What follows belongs to an exercise in optimizing a design on an open flow for small area and a short achievable clock period; a production flow would make more cautious choices. RTL that was checked went through simulation tests only; none was proved equivalent to the original.

== north ==
==> module div_non_restore_pip, before the edit <==
module div_non_restore_pip #(parameter N = 16) (
	input          clk,
	input  [N-1:0] dividend,
	input  [N-1:0] divisor,
	output [N-1:0] quotient
);
	reg [N-1:0] R0, D0;
	reg [N:0]   R  [1:N-1];
	reg         NB [1:N-1];
	reg         QB [1:N-1];
	reg         PB [1:N-1];
	reg [N-1:0] D  [1:N-1];
	reg [N-1:0] Q  [1:N-1];
	reg [N-1:0] QO, QF;
	always @(posedge clk) begin
		R0 <= dividend;
		D0 <= divisor;
	end
	wire [N:0] r1 = {R0, 1'b0} - {1'b0, D0};
	always @(posedge clk) begin
		R[1]  <= r1;
		NB[1] <= r1[N];
		QB[1] <= ~r1[N];
		PB[1] <= ~r1[N];
		D[1]  <= D0;
		Q[1]  <= {N{1'b0}};
	end
	genvar s, j;
	generate
		for (s = 2; s <= N; s = s + 1) begin : stage
			wire        neg  = R[s-1][N];
			wire        neg2 = NB[s-1];
			wire        pos  = QB[s-1];
			wire        pos2 = PB[s-1];
			wire [N:0]  b;
			for (j = 0; j < N; j = j + 1) begin : op
				if (j < N / 4)          begin : q0 assign b[j] = D[s-1][j] ^ pos;     end
				else if (j < N / 2)     begin : q1 assign b[j] = D[s-1][j] ^ pos2;    end
				else if (j < 3 * N / 4) begin : q2 assign b[j] = ~(D[s-1][j] ^ neg);  end
				else                    begin : q3 assign b[j] = ~(D[s-1][j] ^ neg2); end
			end
			assign b[N] = ~neg2;
			wire [N:0] rn = {R[s-1][N-1:0], 1'b0} + b + {{N{1'b0}}, pos};
			wire [N:0] t  = {R[s-1][N-1:0], 1'b0} + {pos2, b[N-1:0]} + {{N{1'b0}}, pos};
			if (s < N) begin : mid
				always @(posedge clk) begin
					R[s]  <= rn;
					NB[s] <= t[N];
					QB[s] <= ~rn[N];
					PB[s] <= ~t[N];
					D[s]  <= D[s-1];
					Q[s]  <= {Q[s-1][N-2:0], pos};
				end
			end else begin : last
				always @(posedge clk) begin
					QO <= {Q[N-1][N-3:0], pos, ~rn[N]};
					QF <= QO;
				end
			end
		end
	endgenerate
	assign quotient = QF;
endmodule
Settings: LEC_CHECK=0, CAP_MARGIN=20, CORE_MARGIN=2, CORE_UTILIZATION=55, CTS_BUF_LIST=sky130_fd_sc_hd__clkbuf_16, CTS_CLUSTER_DIAMETER=80, CTS_CLUSTER_SIZE=30, PLACE_DENSITY=0.75, SETUP_SLACK_MARGIN=2.3, SLEW_MARGIN=20; clock period 4.5 ns.
standard.sh (not shown) runs the stock make flow with config.mk's settings and CLKGATE_MAP_FILE= SYNTH_SCRIPT=/design/flow/synth_recipe.tcl, a recipe that flattens the netlist after the stock synthesis.
==> flow/flow/run.sh <==
#!/bin/bash
# Own flow: the standard layout, with the synthesis's final ABC mapping
# run from flow/abc.script (delay-oriented) instead of ORFS's abc_speed.script.
# flow/make_args, if present, holds extra make variable settings; @W@ in it
# stands for this work folder.
set -euo pipefail
W=$(pwd)
export MY_ABC_SCRIPT=$W/flow/abc.script
export MY_ABC_D=${MY_ABC_D:-1000}
EXTRA=()
if [[ -f flow/make_args ]]; then read -r -a EXTRA < <(sed "s#@W@#$W#g" flow/make_args); fi
cat flow/abc_override.tcl synth_recipe.tcl > my_synth.tcl
sed "s#SYNTH_SCRIPT=[^ ]*#SYNTH_SCRIPT=$W/my_synth.tcl#" standard.sh > my_standard.sh
bash my_standard.sh "${EXTRA[@]}" finish > flow.log 2>&1
==> flow/flow/abc.script <==
&get -n
&st
&dch
&nf -p
&put
buffer -p
upsize {D}
dnsize {D}
==> flow/flow/abc_override.tcl <==
# Use our own ABC script and delay target for the final technology mapping
# (the generic abc inside yosys synth is unchanged).
proc abc {args} {
  set here [file dirname [file normalize [info script]]]
  set i [lsearch $args -script]
  if {$i >= 0} { lset args [expr {$i+1}] $::env(MY_ABC_SCRIPT) }
  set i [lsearch $args -D]
  if {$i >= 0} { lset args [expr {$i+1}] $::env(MY_ABC_D) } else { lappend args -D $::env(MY_ABC_D) }
  puts "abc (own script): $args"
  yosys abc {*}$args
}
==> flow/flow/io.tcl <==
# Keep the operand pins together, bit by bit, so the first stage's
# registers and logic sit close; keep the result pins together too.
set_io_pin_constraint -pin_names {dividend[15] divisor[15] dividend[14] divisor[14] dividend[13] divisor[13] dividend[12] divisor[12] dividend[11] divisor[11] dividend[10] divisor[10] dividend[9] divisor[9] dividend[8] divisor[8] dividend[7] divisor[7] dividend[6] divisor[6] dividend[5] divisor[5] dividend[4] divisor[4] dividend[3] divisor[3] dividend[2] divisor[2] dividend[1] divisor[1] dividend[0] divisor[0]} -region bottom:* -group -order
set_io_pin_constraint -pin_names {quotient[15] quotient[14] quotient[13] quotient[12] quotient[11] quotient[10] quotient[9] quotient[8] quotient[7] quotient[6] quotient[5] quotient[4] quotient[3] quotient[2] quotient[1] quotient[0]} -region top:* -group -order
==> flow/flow/make_args <==
ADDER_MAP_FILE= IO_CONSTRAINTS=@W@/flow/io.tcl
What south does differently from north at the input level:
==> flow/design.v <==
module div_non_restore_pip #(parameter N = 16) (
	input          clk,
	input  [N-1:0] dividend,
	input  [N-1:0] divisor,
	output [N-1:0] quotient
);
	localparam H = N / 2;
	reg [N-1:0] R0, D0;
	reg [N:0]   R  [1:N-1];
	reg         QB [1:N-1];
	reg [N-1:0] D  [1:N-1];
	reg [N-1:0] Q  [1:N-1];
	reg [N-1:0] QO, QF;
	always @(posedge clk) begin
		R0 <= dividend;
		D0 <= divisor;
	end
	wire [N:0] r1 = {R0, 1'b0} - {1'b0, D0};
	always @(posedge clk) begin
		R[1]  <= r1;
		QB[1] <= ~r1[N];
		D[1]  <= D0;
		Q[1]  <= {N{1'b0}};
	end
	genvar s, j;
	generate
		for (s = 2; s <= N; s = s + 1) begin : stage
			wire        neg = R[s-1][N];
			wire        pos = QB[s-1];
			wire [N:0]  b;
			for (j = 0; j <= N; j = j + 1) begin : op
				wire dj = (j < N) ? D[s-1][j] : 1'b0;
				if (j < H) begin : lo
					assign b[j] = dj ^ pos;
				end else begin : hi
					assign b[j] = ~(dj ^ neg);
				end
			end
			wire [N:0] rn = {R[s-1][N-1:0], 1'b0} + b + {{N{1'b0}}, pos};
			if (s < N) begin : mid
				always @(posedge clk) begin
					R[s]  <= rn;
					QB[s] <= ~rn[N];
					D[s]  <= D[s-1];
					Q[s]  <= {Q[s-1][N-2:0], pos};
				end
			end else begin : last
				always @(posedge clk) begin
					QO <= {Q[N-1][N-3:0], pos, ~rn[N]};
					QF <= QO;
				end
			end
		end
	endgenerate
	assign quotient = QF;
endmodule
==> results.txt <==
- On south: first-pass iteration count of the detailed router is 2 higher than what north gave.
- Summary of south over north: setup slack went down; hold slack did not really move.
- south vs. north: fmax shows a reduction of 25 MHz; sequential cell count lower; via count of the routed design barely changed; initial cell density of the core dropped 0.27 points; synthesized-area fraction occupied by ao, oa, aoi and oai cells went up 0.42 points.
- north ended up with R[9][15]$_DFF_P_ as its end of the critical path; south ended up with QB[2]$_DFF_P_.
- The final reports for south and north show total met3 wirelength after detailed routing higher in the former.
- Diff north -> south | sequential share of layout area | decrease of 1.2 points
Only the layout flow was run in north; the RTL was not checked for function there.

========
Setup of before:
div_non_restore_pip again, from the RTL that the note above started with.
==> flow/config.mk <==
export PLATFORM = sky130hd
export DESIGN_NAME = div_non_restore_pip
export DESIGN_NICKNAME = div_non_restore_pip
export VERILOG_FILES = /design/flow/design.v
export SDC_FILE = /design/flow/constraint.sdc
export NUM_CORES = 4
export LEC_CHECK = 0
export CAP_MARGIN = 20
export CORE_MARGIN = 2
export CORE_UTILIZATION = 55
export CTS_BUF_LIST = sky130_fd_sc_hd__clkbuf_16
export CTS_CLUSTER_DIAMETER = 80
export CTS_CLUSTER_SIZE = 30
export PLACE_DENSITY = 0.75
export SETUP_SLACK_MARGIN = 2.3
export SLEW_MARGIN = 20
==> flow/constraint.sdc <==
create_clock -name core_clock -period 4.5 [get_ports {clk}]
set_input_delay 0.9000 -clock core_clock [delete_from_list [all_inputs] [get_ports {clk}]]
set_output_delay 0.9000 -clock core_clock [all_outputs]
set_load 0.01 [all_outputs]
==> flow/flow/run.sh <==
#!/bin/bash
# Own flow: the standard layout, with the synthesis's final ABC mapping
# run from flow/abc.script (delay-oriented) instead of ORFS's abc_speed.script.
# flow/make_args, if present, holds extra make variable settings.
set -euo pipefail
W=$(pwd)
export MY_ABC_SCRIPT=$W/flow/abc.script
export MY_ABC_D=${MY_ABC_D:-1000}
EXTRA=()
if [[ -f flow/make_args ]]; then read -r -a EXTRA < flow/make_args; fi
cat flow/abc_override.tcl synth_recipe.tcl > my_synth.tcl
sed "s#SYNTH_SCRIPT=[^ ]*#SYNTH_SCRIPT=$W/my_synth.tcl#" standard.sh > my_standard.sh
bash my_standard.sh "${EXTRA[@]}" finish > flow.log 2>&1
==> flow/flow/make_args <==
ADDER_MAP_FILE=
Scripts as last shown in full above: flow/flow/abc.script, flow/flow/abc_override.tcl
Edits applied to the flow inputs when going from before to after:
==> flow/design.v <==
module div_non_restore_pip #(parameter N = 16) (
	input          clk,
	input  [N-1:0] dividend,
	input  [N-1:0] divisor,
	output [N-1:0] quotient
);
	localparam H = N / 2;
	reg [N-1:0] R0, D0;
	reg [N:0]   R  [1:N-1];
	reg         QB [1:N-1];
	reg [N-1:0] D  [1:N-1];
	reg [N-1:0] Q  [1:N-1];
	reg [N-1:0] QO, QF;
	always @(posedge clk) begin
		R0 <= dividend;
		D0 <= divisor;
	end
	wire [N:0] r1 = {R0, 1'b0} - {1'b0, D0};
	always @(posedge clk) begin
		R[1]  <= r1;
		QB[1] <= ~r1[N];
		D[1]  <= D0;
		Q[1]  <= {N{1'b0}};
	end
	genvar s, j;
	generate
		for (s = 2; s <= N; s = s + 1) begin : stage
			wire        neg = R[s-1][N];
			wire        pos = QB[s-1];
			wire [N:0]  b;
			for (j = 0; j <= N; j = j + 1) begin : op
				wire dj = (j < N) ? D[s-1][j] : 1'b0;
				if (j < H) begin : lo
					assign b[j] = dj ^ pos;
				end else begin : hi
					assign b[j] = ~(dj ^ neg);
				end
			end
			wire [N:0] rn = {R[s-1][N-1:0], 1'b0} + b + {{N{1'b0}}, pos};
			if (s < N) begin : mid
				always @(posedge clk) begin
					R[s]  <= rn;
					QB[s] <= ~rn[N];
					D[s]  <= D[s-1];
					Q[s]  <= {Q[s-1][N-2:0], pos};
				end
			end else begin : last
				always @(posedge clk) begin
					QO <= {Q[N-1][N-3:0], pos, ~rn[N]};
					QF <= QO;
				end
			end
		end
	endgenerate
	assign quotient = QF;
endmodule
[summary]
Against before as the reference, after delivers a lower worst-case setup slack after placement.
Compared to before, the router laid down less metal wire for after.
Looking at floorplan row count, after sits 1 lower than before does.
Comparing after and before, share of the cycle needed by the critical path after routing is higher on before.
For before, only the layout was checked, not whether the RTL still works.

========
div_non_restore_pip, a different RTL version from the one above (not shown whole).
Size: roughly 2,300 cells after synthesis, roughly 660 flip-flops, about 49 I/O pins.
==> module nr_step, before the edit <==
module nr_step (
	input  [15:0] R,
	input         neg,
	input         pos,
	input  [15:0] D,
	output [16:0] Rn
);
	wire [16:0] a = {R, 1'b0};
	wire [16:0] b;
	genvar j, l;
	generate
		for (j = 0; j <= 16; j = j + 1) begin : op
			if (j < 8) begin : lo
				assign b[j] = D[j] ^ pos;
			end else if (j < 16) begin : hi
				assign b[j] = ~(D[j] ^ neg);
			end else begin : top
				assign b[j] = ~neg;
			end
		end
	endgenerate
	wire [15:0] p, g;
	assign p[0] = 1'b0;
	assign g[0] = pos & ~D[0];
	generate
		for (j = 1; j < 16; j = j + 1) begin : pg
			assign p[j] = a[j] ^ b[j];
			assign g[j] = a[j] & b[j];
		end
	endgenerate
	wire [15:0] G [0:4];
	wire [15:0] P [0:4];
	assign G[0] = g;
	assign P[0] = p;
	generate
		for (l = 0; l < 4; l = l + 1) begin : lvl
			for (j = 0; j < 16; j = j + 1) begin : node
				if ((j >> l) % 2 == 1) begin : comb
					assign G[l+1][j] = G[l][j] | (P[l][j] & G[l][((j >> l) << l) - 1]);
					assign P[l+1][j] = P[l][j] & P[l][((j >> l) << l) - 1];
				end else begin : pass
					assign G[l+1][j] = G[l][j];
					assign P[l+1][j] = P[l][j];
				end
			end
		end
	endgenerate
	assign Rn[0] = D[0];
	generate
		for (j = 1; j <= 16; j = j + 1) begin : sum
			assign Rn[j] = a[j] ^ b[j] ^ G[4][j-1];
		end
	endgenerate
endmodule
clock: 4.5 ns
lec_check: 0
cap_margin: 20
core_margin: 2
core_utilization: 55
cts_buf_list: sky130_fd_sc_hd__clkbuf_16
cts_cluster_diameter: 80
cts_cluster_size: 30
gpl_routability_driven: 0
place_density: 0.75
setup_slack_margin: 2.3
slew_margin: 20
tns_end_percent: 50
==> flow/flow/run.sh <==
#!/bin/bash
# Own flow: the standard layout, with the synthesis's final ABC mapping
# run from flow/abc.script (delay-oriented) instead of ORFS's abc_speed.script,
# and the port buffers made with buf_2 cells.
# flow/make_args, if present, holds extra make variable settings.
set -euo pipefail
W=$(pwd)
export MY_ABC_SCRIPT=$W/flow/abc.script
export MY_ABC_D=${MY_ABC_D:-1000}
export BUFFER_PORTS_ARGS="-buffer_cell sky130_fd_sc_hd__buf_2"
EXTRA=()
if [[ -f flow/make_args ]]; then read -r -a EXTRA < flow/make_args; fi
cat flow/abc_override.tcl synth_recipe.tcl > my_synth.tcl
sed "s#SYNTH_SCRIPT=[^ ]*#SYNTH_SCRIPT=$W/my_synth.tcl#" standard.sh > my_standard.sh
bash my_standard.sh "${EXTRA[@]}" finish > flow.log 2>&1
Scripts as last shown in full above: flow/flow/abc.script, flow/flow/abc_override.tcl, flow/flow/make_args
==> next run, changes <==
--- a/flow/design.v
+++ b/flow/design.v
@@ -25,5 +25,9 @@
 	generate
 		for (j = 1; j < 16; j = j + 1) begin : pg
-			assign p[j] = a[j] ^ b[j];
+			if (j < 8) begin : plo
+				assign p[j] = (a[j] ^ D[j]) ^ pos;
+			end else begin : phi
+				assign p[j] = ~((a[j] ^ D[j]) ^ neg);
+			end
 			assign g[j] = a[j] & b[j];
 		end
Outcome: Final cell count rises by 1.0%; count of clock-buffer cells in the layout rises by 2; area after synthesis falls by 1.5%; critical path depth falls by 1; setup slack is better by 0.087 ns; design area falls by 1.7%; wire length rises by 3.5%; via count rises by 0.78%; core utilization rises by 0.15 points; global-route usage rises by 1.4 points.
No functional check of the RTL was part of the first run of this note.

========
## run A
RTL: one of the versions met above, not the one the previous note started from.
For scale: about 49 I/O pins, roughly 28000 um^2 of cells after synthesis.
Settings: LEC_CHECK=0, CAP_MARGIN=20, CORE_MARGIN=2, CORE_UTILIZATION=55, CTS_BUF_LIST=sky130_fd_sc_hd__clkbuf_16, CTS_CLUSTER_DIAMETER=80, CTS_CLUSTER_SIZE=30, PLACE_DENSITY=0.75, SETUP_SLACK_MARGIN=2.4, SLEW_MARGIN=20; clock period 4.5 ns.
==> flow/flow/run.sh <==
#!/bin/bash
# Own flow: the standard layout, with the synthesis's final ABC mapping
# run from flow/abc.script (delay-oriented) instead of ORFS's abc_speed.script.
# flow/make_args, if present, holds extra make variable settings.
set -euo pipefail
W=$(pwd)
export MY_ABC_SCRIPT=$W/flow/abc.script
export MY_ABC_D=${MY_ABC_D:-1000}
EXTRA=()
if [[ -f flow/make_args ]]; then read -r -a EXTRA < flow/make_args; fi
cat flow/abc_override.tcl synth_recipe.tcl > my_synth.tcl
sed "s#SYNTH_SCRIPT=[^ ]*#SYNTH_SCRIPT=$W/my_synth.tcl#" standard.sh > my_standard.sh
bash my_standard.sh "${EXTRA[@]}" finish > flow.log 2>&1
Scripts as last shown in full above: flow/flow/abc.script, flow/flow/abc_override.tcl, flow/flow/make_args
Edits applied to the flow inputs when going from run A to run B:
==> flow/design.v <==
module div_non_restore_pip #(parameter N = 16) (
	input          clk,
	input  [N-1:0] dividend,
	input  [N-1:0] divisor,
	output [N-1:0] quotient
);
	localparam H = N / 2;
	reg [N-1:0] R0, D0;
	reg [N:0]   R  [1:N-1];
	reg         QB [1:N-1];
	reg [N-1:0] D  [1:N-1];
	reg [N-1:0] Q  [1:N-1];
	reg [N-1:0] QO, QF;
	always @(posedge clk) begin
		R0 <= dividend;
		D0 <= divisor;
	end
	wire [N:0] r1 = {R0, 1'b0} - {1'b0, D0};
	always @(posedge clk) begin
		R[1]  <= r1;
		QB[1] <= ~r1[N];
		D[1]  <= D0;
		Q[1]  <= {N{1'b0}};
	end
	genvar s, j;
	generate
		for (s = 2; s <= N; s = s + 1) begin : stage
			wire        neg = R[s-1][N];
			wire        pos = QB[s-1];
			wire [N:0]  b;
			for (j = 0; j <= N; j = j + 1) begin : op
				wire dj = (j < N) ? D[s-1][j] : 1'b0;
				if (j < H) begin : lo
					assign b[j] = dj ^ pos;
				end else begin : hi
					assign b[j] = ~(dj ^ neg);
				end
			end
			wire [N:0] rn = {R[s-1][N-1:0], 1'b0} + b + {{N{1'b0}}, pos};
			if (s < N) begin : mid
				always @(posedge clk) begin
					R[s]  <= rn;
					QB[s] <= ~rn[N];
					D[s]  <= D[s-1];
					Q[s]  <= {Q[s-1][N-2:0], pos};
				end
			end else begin : last
				always @(posedge clk) begin
					QO <= {Q[N-1][N-3:0], pos, ~rn[N]};
					QF <= QO;
				end
			end
		end
	endgenerate
	assign quotient = QF;
endmodule
Findings:
Fraction of the mapped netlist area in adder cells: run B vs run A, no meaningful difference
For the share of the synthesized area in compound gates (AO/OA/AOI/OAI), run B came in 0.42 points higher than run A did.
In run B, the worst hold slack came out 9.8 ps above the value in run A.
Minimum clock period after layout, run A and run B: higher on run A
Overall routed net length went down by a few percent going from run A to run B.
Lower number of logic inverters in the finished layout was reported by run B, not run A.
Cmp run A and run B / share of the yosys chip area belonging to registers / lower: run B
No functional check of the RTL was part of run A.

==> port drivers added, routing unchanged <==
No port has a modelled driver above. Below, the same layouts with a new extraction and two added sets of constraints.
Step 1: set_driving_cell puts a clkbuf_16 on clk and a buf_2 on each other input, an assumption about the parent block.
Step 2 times the ports against the registers' clock, not the clock port: input delays grow and output delays shrink by t, the midpoint of the rising clock arrivals with the driver on.
a / b / c = no drivers / after step 1 / after step 2; a / b = the first two.
| run | t (ns) | setup slack, ns | worst setup path at the end | worst register clock-pin slew, ns | cell pins on the clock port's net |
|---|---|---|---|---|---|
| north | 0.635 | 2.355 / 2.317 / 2.355 | register to register | 0.11 / 0.11 | 1 |
| south | 0.639 | 2.234 / 2.234 / 2.234 | register to register | 0.11 / 0.11 | 1 |
| before | 0.673 | 2.277 / 2.277 / 2.277 | register to register | 0.11 / 0.11 | 1 |
| after | 0.677 | 2.320 / 2.320 / 2.320 | register to register | 0.11 / 0.11 | 1 |
| the first run of note 3 | 0.659 | 2.168 / 2.168 / 2.168 | register to register | 0.11 / 0.11 | 1 |
| the second run of note 3 | 0.663 | 2.255 / 2.255 / 2.255 | register to register | 0.11 / 0.11 | 1 |
| run A | 0.676 | 2.330 / 2.330 / 2.330 | register to register | 0.11 / 0.11 | 1 |
| run B | 0.675 | 2.384 / 2.384 / 2.384 | register to register | 0.11 / 0.11 | 1 |
After both steps every run listed still meets setup and hold.
